What follows belongs to an exercise in optimizing a design on an open flow for small area; a production flow would make more cautious choices.
Function was checked by simulation only, so behaviour that the tests miss may differ from the original.
Power figures rest on the tool's default switching activity, not on a simulated workload.

==> flow/design.v <==
`timescale 1ns / 1ps
module axis_extremum_finder
(
    input  wire                             aclk,
    input  wire                             aresetn,
    input  wire [4:0]                       log_count,
    input  wire [2:0]                       shift,
    output logic [15:0]                     lower_threshold,
    output logic [15:0]                     upper_threshold,
    input  wire [15:0]                      signal_a
);
    logic                                   measure;
    logic  [15:0]                           tmp_min, tmp_max;
    logic  [31:0]                           count1;      
    wire                                    last;
    wire   [15:0]                           sum, center, d_min, d_max, new_min, new_max;
    wire   [15:0]                           sh_min, sh_max;
    assign last = |(count1 & (32'hFFFFFFFF << log_count));
    vt_add #(.W(16)) u_sum  (.a(tmp_max), .b(tmp_min),  .cin(1'b0), .s(sum));
    assign center = {sum[15], sum[15:1]};
    vt_add #(.W(16)) u_dmax (.a(tmp_max), .b(~center), .cin(1'b1), .s(d_max));
    assign sh_max = $signed(d_max) >>> shift;
    vt_add #(.W(16)) u_nmax (.a(sh_max),  .b(center),  .cin(1'b0), .s(new_max));
    wire   [15:0]                           top;
    wire   [6:0]                            below;
    wire                                    carry, wrap;
    assign top    = ~(16'hFFFF >> shift);
    assign below  = ~(7'h7F << shift);
    assign carry  = sum[0] ? ((d_max[6:0] & below & 7'h7E) == 7'd0) : ((d_max[6:0] & below) == 7'd0);
    assign wrap   = (d_max == 16'h8000) | (sum[0] & (d_max == 16'h8001));
    assign sh_min = ~sh_max | ({16{wrap}} & top);
    vt_add #(.W(16)) u_nmin (.a(sh_min),  .b(center),  .cin(carry), .s(d_min));
    assign new_min = (shift == 3'd0) ? tmp_min : d_min;
    always_ff @(posedge aclk) begin
        if (~aresetn) begin
            lower_threshold <= 16'h7FFF;
            upper_threshold <= 16'h8000;
            measure         <= 1'b0;
        end else begin
            if (measure && last) begin
                lower_threshold <= new_min;
                upper_threshold <= new_max;
            end
            measure         <= ~(measure & last);
        end
    end
    always_ff @(posedge aclk) begin
        if (~measure) begin
            tmp_min         <= 16'h7FFF;
            tmp_max         <= 16'h8000;
            count1          <= 32'd1;
        end else begin
            if ($signed(signal_a) < $signed(tmp_min))
                tmp_min     <= signal_a;
            if ($signed(signal_a) > $signed(tmp_max))
                tmp_max     <= signal_a;
            count1          <= count1 + 32'd1;
        end
    end
endmodule
`timescale 1ns / 1ps
module axis_position_tracker
(
    input  wire                             aclk,
    input  wire                             aresetn,
    input  wire [15:0]                      lower_threshold,
    input  wire [15:0]                      upper_threshold,
    input  wire [4:0]                       log_scale,
    input  wire [15:0]                      signal_a,
    input  wire [15:0]                      signal_b,
    output logic [31:0]                     position
);
    localparam                              idle            = 2'b00,
                                            low             = 2'b01,
                                            high            = 2'b10;
    logic  [1:0]                            state;
    wire   [15:0]                           sum, center;
    wire                                    below, above, forward, step;
    wire   [31:0]                           y, run, flip, from_l;
    vt_add #(.W(16)) u_sum (.a(upper_threshold), .b(lower_threshold), .cin(1'b0), .s(sum));
    assign center  = {sum[15], sum[15:1]};
    assign below   = $signed(signal_a) < $signed(lower_threshold);
    assign above   = $signed(signal_a) > $signed(upper_threshold);
    assign forward = $signed(signal_b) > $signed(center);
    assign step    = (state == high) & below;
    assign from_l  = 32'hFFFFFFFF << log_scale;
    assign y       = (position ^ {32{~forward}}) | ~from_l;
    vt_prefix_and #(.W(32)) u_run (.x(y), .y(run));
    assign flip    = {32{step}} & from_l & run;
    always_ff @(posedge aclk) begin
        if (~aresetn) begin
            position        <= 32'd0;
            state           <= idle;
        end else begin
            position        <= position ^ flip;
            case (state)
                idle:    if (below) state <= low;
                low:     if (above) state <= high;
                high:    if (below) state <= low;
                default: ;
            endcase
        end
    end
endmodule
`timescale 1ns / 1ps
module axis_throttler
(
    input  wire                             aclk,
    input  wire                             aresetn,
    input  wire [4:0]                       log_throttle,
    output logic                            deny,
    output logic                            pass_        
);
    logic [31:0]                            count1;
    wire                                    last;
    assign last = |(count1 & (32'hFFFFFFFF << log_throttle));
    always_ff @(posedge aclk) begin
        count1 <= (aresetn & ~last) ? count1 + 32'd1 : 32'd1;
        deny   <= aresetn & ~last;
        pass_  <= ~aresetn | last;
    end
endmodule
`timescale 1ns / 1ps
module axis_differentiator
(
    input  wire                             aclk,
    input  wire                             aresetn,
    input  wire                             enable,
    input  wire                             load,        
    input  wire                             hold,        
    input  wire [31:0]                      din,
    output wire [31:0]                      dout
);
    logic  [31:0]                           x0, x1, x2, x3, x4, part, result;
    wire   [32:0]                           sum1, sum2;
    wire   [31:0]                           a, b, c, cs_s, cs_c, part_next, result_next;
    vt_add #(.W(33)) u_sum1 (.a({x4[31], x4}), .b(~{x0[31], x0}), .cin(1'b1), .s(sum1));
    vt_add #(.W(33)) u_sum2 (.a({x1[31], x1}), .b(~{x3[31], x3}), .cin(1'b1), .s(sum2));
    assign a      = {{2{sum1[32]}}, sum1[32:3]};
    assign b      = {{3{sum1[32]}}, sum1[32:4]};
    assign c      = ~{{4{sum2[32]}}, sum2[32:5]};
    assign cs_s   = a ^ b ^ c;
    assign cs_c   = (a & b) | (a & c) | (b & c);
    vt_add #(.W(32)) u_part (.a(cs_s), .b({cs_c[30:0], 1'b1}), .cin(1'b0), .s(part_next));
    vt_add #(.W(32)) u_res  (.a(part), .b(sum2[31:0]), .cin(1'b0), .s(result_next));
    assign dout = enable ? result : din;
    always_ff @(posedge aclk) begin
        x0     <= ({32{load}} & din)         | ({32{hold}} & x0);
        x1     <= ({32{load}} & x0)          | ({32{hold}} & x1);
        x2     <= ({32{load}} & x1)          | ({32{hold}} & x2);
        x3     <= ({32{load}} & x2)          | ({32{hold}} & x3);
        x4     <= ({32{load}} & x3)          | ({32{hold}} & x4);
        part   <= ({32{load}} & part_next)   | ({32{hold}} & part);
        result <= ({32{load}} & result_next) | ({32{hold}} & result);
    end
endmodule
`timescale 1ns / 1ps
module vibrometer_tracker
(
    input  wire                             clk,
    input  wire                             aresetn,
    input  wire [4:0]                       log_count_extremum,
    input  wire [2:0]                       shift_extremum,
    input  wire [4:0]                       log_scale,
    input  wire                             filter_enable,
    input  wire [4:0]                       log_throttle,
    input  wire [31:0]                      raw_tdata,
    output wire [15:0]                      lower_threshold,
    output wire [15:0]                      upper_threshold,
    output wire [31:0]                      position_tdata,
    output wire                             filter_tvalid,
    output wire [31:0]                      filter_tdata
);
    wire                                    deny, pass_;
    axis_extremum_finder axis_extremum_finder (
        .aclk               (clk),
        .aresetn            (aresetn),
        .log_count          (log_count_extremum),
        .shift              (shift_extremum),
        .lower_threshold    (lower_threshold),
        .upper_threshold    (upper_threshold),
        .signal_a           (raw_tdata[15:0])
    );
    axis_position_tracker axis_position_tracker (
        .aclk               (clk),
        .aresetn            (aresetn),
        .lower_threshold    (lower_threshold),
        .upper_threshold    (upper_threshold),
        .log_scale          (log_scale),
        .signal_a           (raw_tdata[15:0]),
        .signal_b           (raw_tdata[31:16]),
        .position           (position_tdata)
    );
    axis_throttler axis_throttler (
        .aclk               (clk),
        .aresetn            (aresetn),
        .log_throttle       (log_throttle),
        .deny               (deny),
        .pass_              (pass_)
    );
    assign filter_tvalid = aresetn & ~deny;
    axis_differentiator axis_differentiator (
        .aclk               (clk),
        .aresetn            (aresetn),
        .enable             (filter_enable),
        .load               (aresetn & pass_),
        .hold               (aresetn & deny),
        .din                (position_tdata),
        .dout               (filter_tdata)
    );
endmodule
module vt_add #
(
    parameter integer                       W = 32
)
(
    input  wire [W-1:0]                     a,
    input  wire [W-1:0]                     b,
    input  wire                             cin,
    output wire [W-1:0]                     s
);
    localparam integer                      LG = (W > 32) ? 6 : (W > 16) ? 5 : (W > 8) ? 4 : (W > 4) ? 3 : (W > 2) ? 2 : 1;
    wire   [W-1:0]                          p, g, gin;
    assign p   = a ^ b;
    assign g   = a & b;
    assign gin = {g[W-1:1], g[0] | (p[0] & cin)};
    genvar k, i;
    for (k = 0; k < 2 * LG; k = k + 1) begin : level
        localparam integer D = (k < LG) ? (1 << k) : (1 << (2 * LG - 1 - k));
        wire [W-1:0] gi, pi, go, po;
        if (k == 0) begin : first
            assign gi = gin;
            assign pi = p;
        end else begin : next
            assign gi = level[k-1].go;
            assign pi = level[k-1].po;
        end
        for (i = 0; i < W; i = i + 1) begin : bit_
            if ((k <  LG && i >= 2 * D - 1 && (i - (2 * D - 1)) % (2 * D) == 0) ||
                (k >= LG && i >= 3 * D - 1 && (i - (3 * D - 1)) % (2 * D) == 0)) begin : op
                assign go[i] = gi[i] | (pi[i] & gi[i - D]);
                assign po[i] = pi[i] & pi[i - D];
            end else begin : pass
                assign go[i] = gi[i];
                assign po[i] = pi[i];
            end
        end
    end
    assign s = p ^ {level[2*LG-1].go[W-2:0], cin};
endmodule
module vt_prefix_and #
(
    parameter integer                       W = 32
)
(
    input  wire [W-1:0]                     x,
    output wire [W-1:0]                     y
);
    localparam integer                      LG = (W > 32) ? 6 : (W > 16) ? 5 : (W > 8) ? 4 : (W > 4) ? 3 : (W > 2) ? 2 : 1;
    genvar k, i;
    for (k = 0; k < 2 * LG; k = k + 1) begin : level
        localparam integer D = (k < LG) ? (1 << k) : (1 << (2 * LG - 1 - k));
        wire [W-1:0] qi, qo;
        if (k == 0) begin : first
            assign qi = x;
        end else begin : next
            assign qi = level[k-1].qo;
        end
        for (i = 0; i < W; i = i + 1) begin : bit_
            if ((k <  LG && i >= 2 * D - 1 && (i - (2 * D - 1)) % (2 * D) == 0) ||
                (k >= LG && i >= 3 * D - 1 && (i - (3 * D - 1)) % (2 * D) == 0)) begin : op
                assign qo[i] = qi[i] & qi[i - D];
            end else begin : pass
                assign qo[i] = qi[i];
            end
        end
    end
    assign y = {level[2*LG-1].qo[W-2:0], 1'b1};
endmodule
Settings: LEC_CHECK=0, CAP_MARGIN=20, CORE_MARGIN=2, CORE_UTILIZATION=40, SLEW_MARGIN=20; clock period 8.0 ns.
standard.sh (not shown) runs the stock make flow with config.mk's settings and CLKGATE_MAP_FILE= SYNTH_SCRIPT=/design/flow/synth_recipe.tcl, a recipe that flattens the netlist after the stock synthesis.
==> flow/flow/run.sh <==
#!/bin/bash
# Standard layout (the standard.sh) with these changes:
#  - synthesis maps the logic with the area-oriented ABC script flow/abc_map.script
#    (same Yosys script otherwise, so registers, their names and cells are unchanged)
#  - port buffers use the smallest plain buffer instead of the default pick
#  - clock tree synthesis inserts no dummy loads and uses smaller clock buffers
set -euo pipefail
W=$PWD
rm -rf "$W/scripts_abc"
cp -r "$FLOW_HOME/scripts" "$W/scripts_abc"
cp "$W/flow/abc_map.script" "$W/scripts_abc/abc_speed.script"
export BUFFER_PORTS_ARGS="-buffer_cell sky130_fd_sc_hd__buf_1"
export CTS_ARGS="-sink_clustering_enable -repair_clock_nets -dont_use_dummy_load -buf_list {sky130_fd_sc_hd__clkbuf_4 sky130_fd_sc_hd__clkbuf_8}"
bash standard.sh SCRIPTS_DIR="$W/scripts_abc" synth > synth_flow.log 2>&1
bash standard.sh finish > standard_flow.log 2>&1
==> flow/flow/abc_map.script <==
strash
dch
map -a
mfs2
strash
dch
map -a
topo
stime -c
The starting point passed the timing, design-rule and antenna checks.
==> next run, changes <==
==> flow/flow/run.sh (replaced) <==
#!/bin/bash
# Standard layout (the standard.sh: standard synthesis, floorplan, power grid, placement,
# CTS, routing) with two knobs changed:
#  - port buffers use the smallest plain buffer instead of the default pick
#  - clock tree synthesis inserts no dummy loads
set -euo pipefail
export BUFFER_PORTS_ARGS="-buffer_cell sky130_fd_sc_hd__buf_1"
export CTS_ARGS="-sink_clustering_enable -repair_clock_nets -dont_use_dummy_load"
bash standard.sh finish > standard_flow.log 2>&1
removed: flow/flow/abc_map.script
The new run completed without violations.
Worst setup slack loses 82 ps.
Cell count fell by a few percent.
Wire length came out higher by a few percent.
Design area goes up by a few percent.
Global-route usage decreases by 0.85 points.
Area after synthesis grows by a few percent.
Clock skew goes down by 26 ps.
Via count drops slightly.
==> next run, changes <==
==> flow/flow/run.sh (replaced) <==
#!/bin/bash
# Standard layout (the standard.sh: standard synthesis, floorplan, power grid, placement,
# CTS, routing) with two knobs changed:
#  - port buffers use the smallest plain buffer instead of the default pick
#  - clock tree synthesis inserts no dummy loads and uses smaller clock buffers
set -euo pipefail
export BUFFER_PORTS_ARGS="-buffer_cell sky130_fd_sc_hd__buf_1"
export CTS_ARGS="-sink_clustering_enable -repair_clock_nets -dont_use_dummy_load -buf_list {sky130_fd_sc_hd__clkbuf_4 sky130_fd_sc_hd__clkbuf_8}"
bash standard.sh finish > standard_flow.log 2>&1
Final area shrinks by 0.53%. Clock power shrinks by about 10%. Global-route usage grows by 0.12 points. Cell count grows by 0.73%. Synthesized cell count does not change. Maximum frequency shrinks by 0.50%.

-- port drivers added, routing unchanged --
The results above use ideal ports. As a check the final layouts listed here were re-extracted and re-timed, cells and wires unchanged.
Step 1 assumes that a clkbuf_16 drives the clock port and a buf_2 every other input.
Step 2, shift: input delay + t, output delay - t, t = (earliest + latest rising clock arrival at the registers) / 2. This alone moves slack from input paths to output paths.
a / b / c = ideal / step 1 / step 2; a / b = the first two.
run	t, ns	slack for setup (ns)	worst setup path after step 2	worst data-port slew with drivers (ns)
the first run	0.673	0.510 / 0.510 / 0.510	register to register	0.08
the second run	0.629	0.428 / 0.428 / 0.428	register to register	0.09
the third run	0.682	0.390 / 0.390 / 0.390	register to register	0.10
After both steps setup and hold are still met in every run listed.
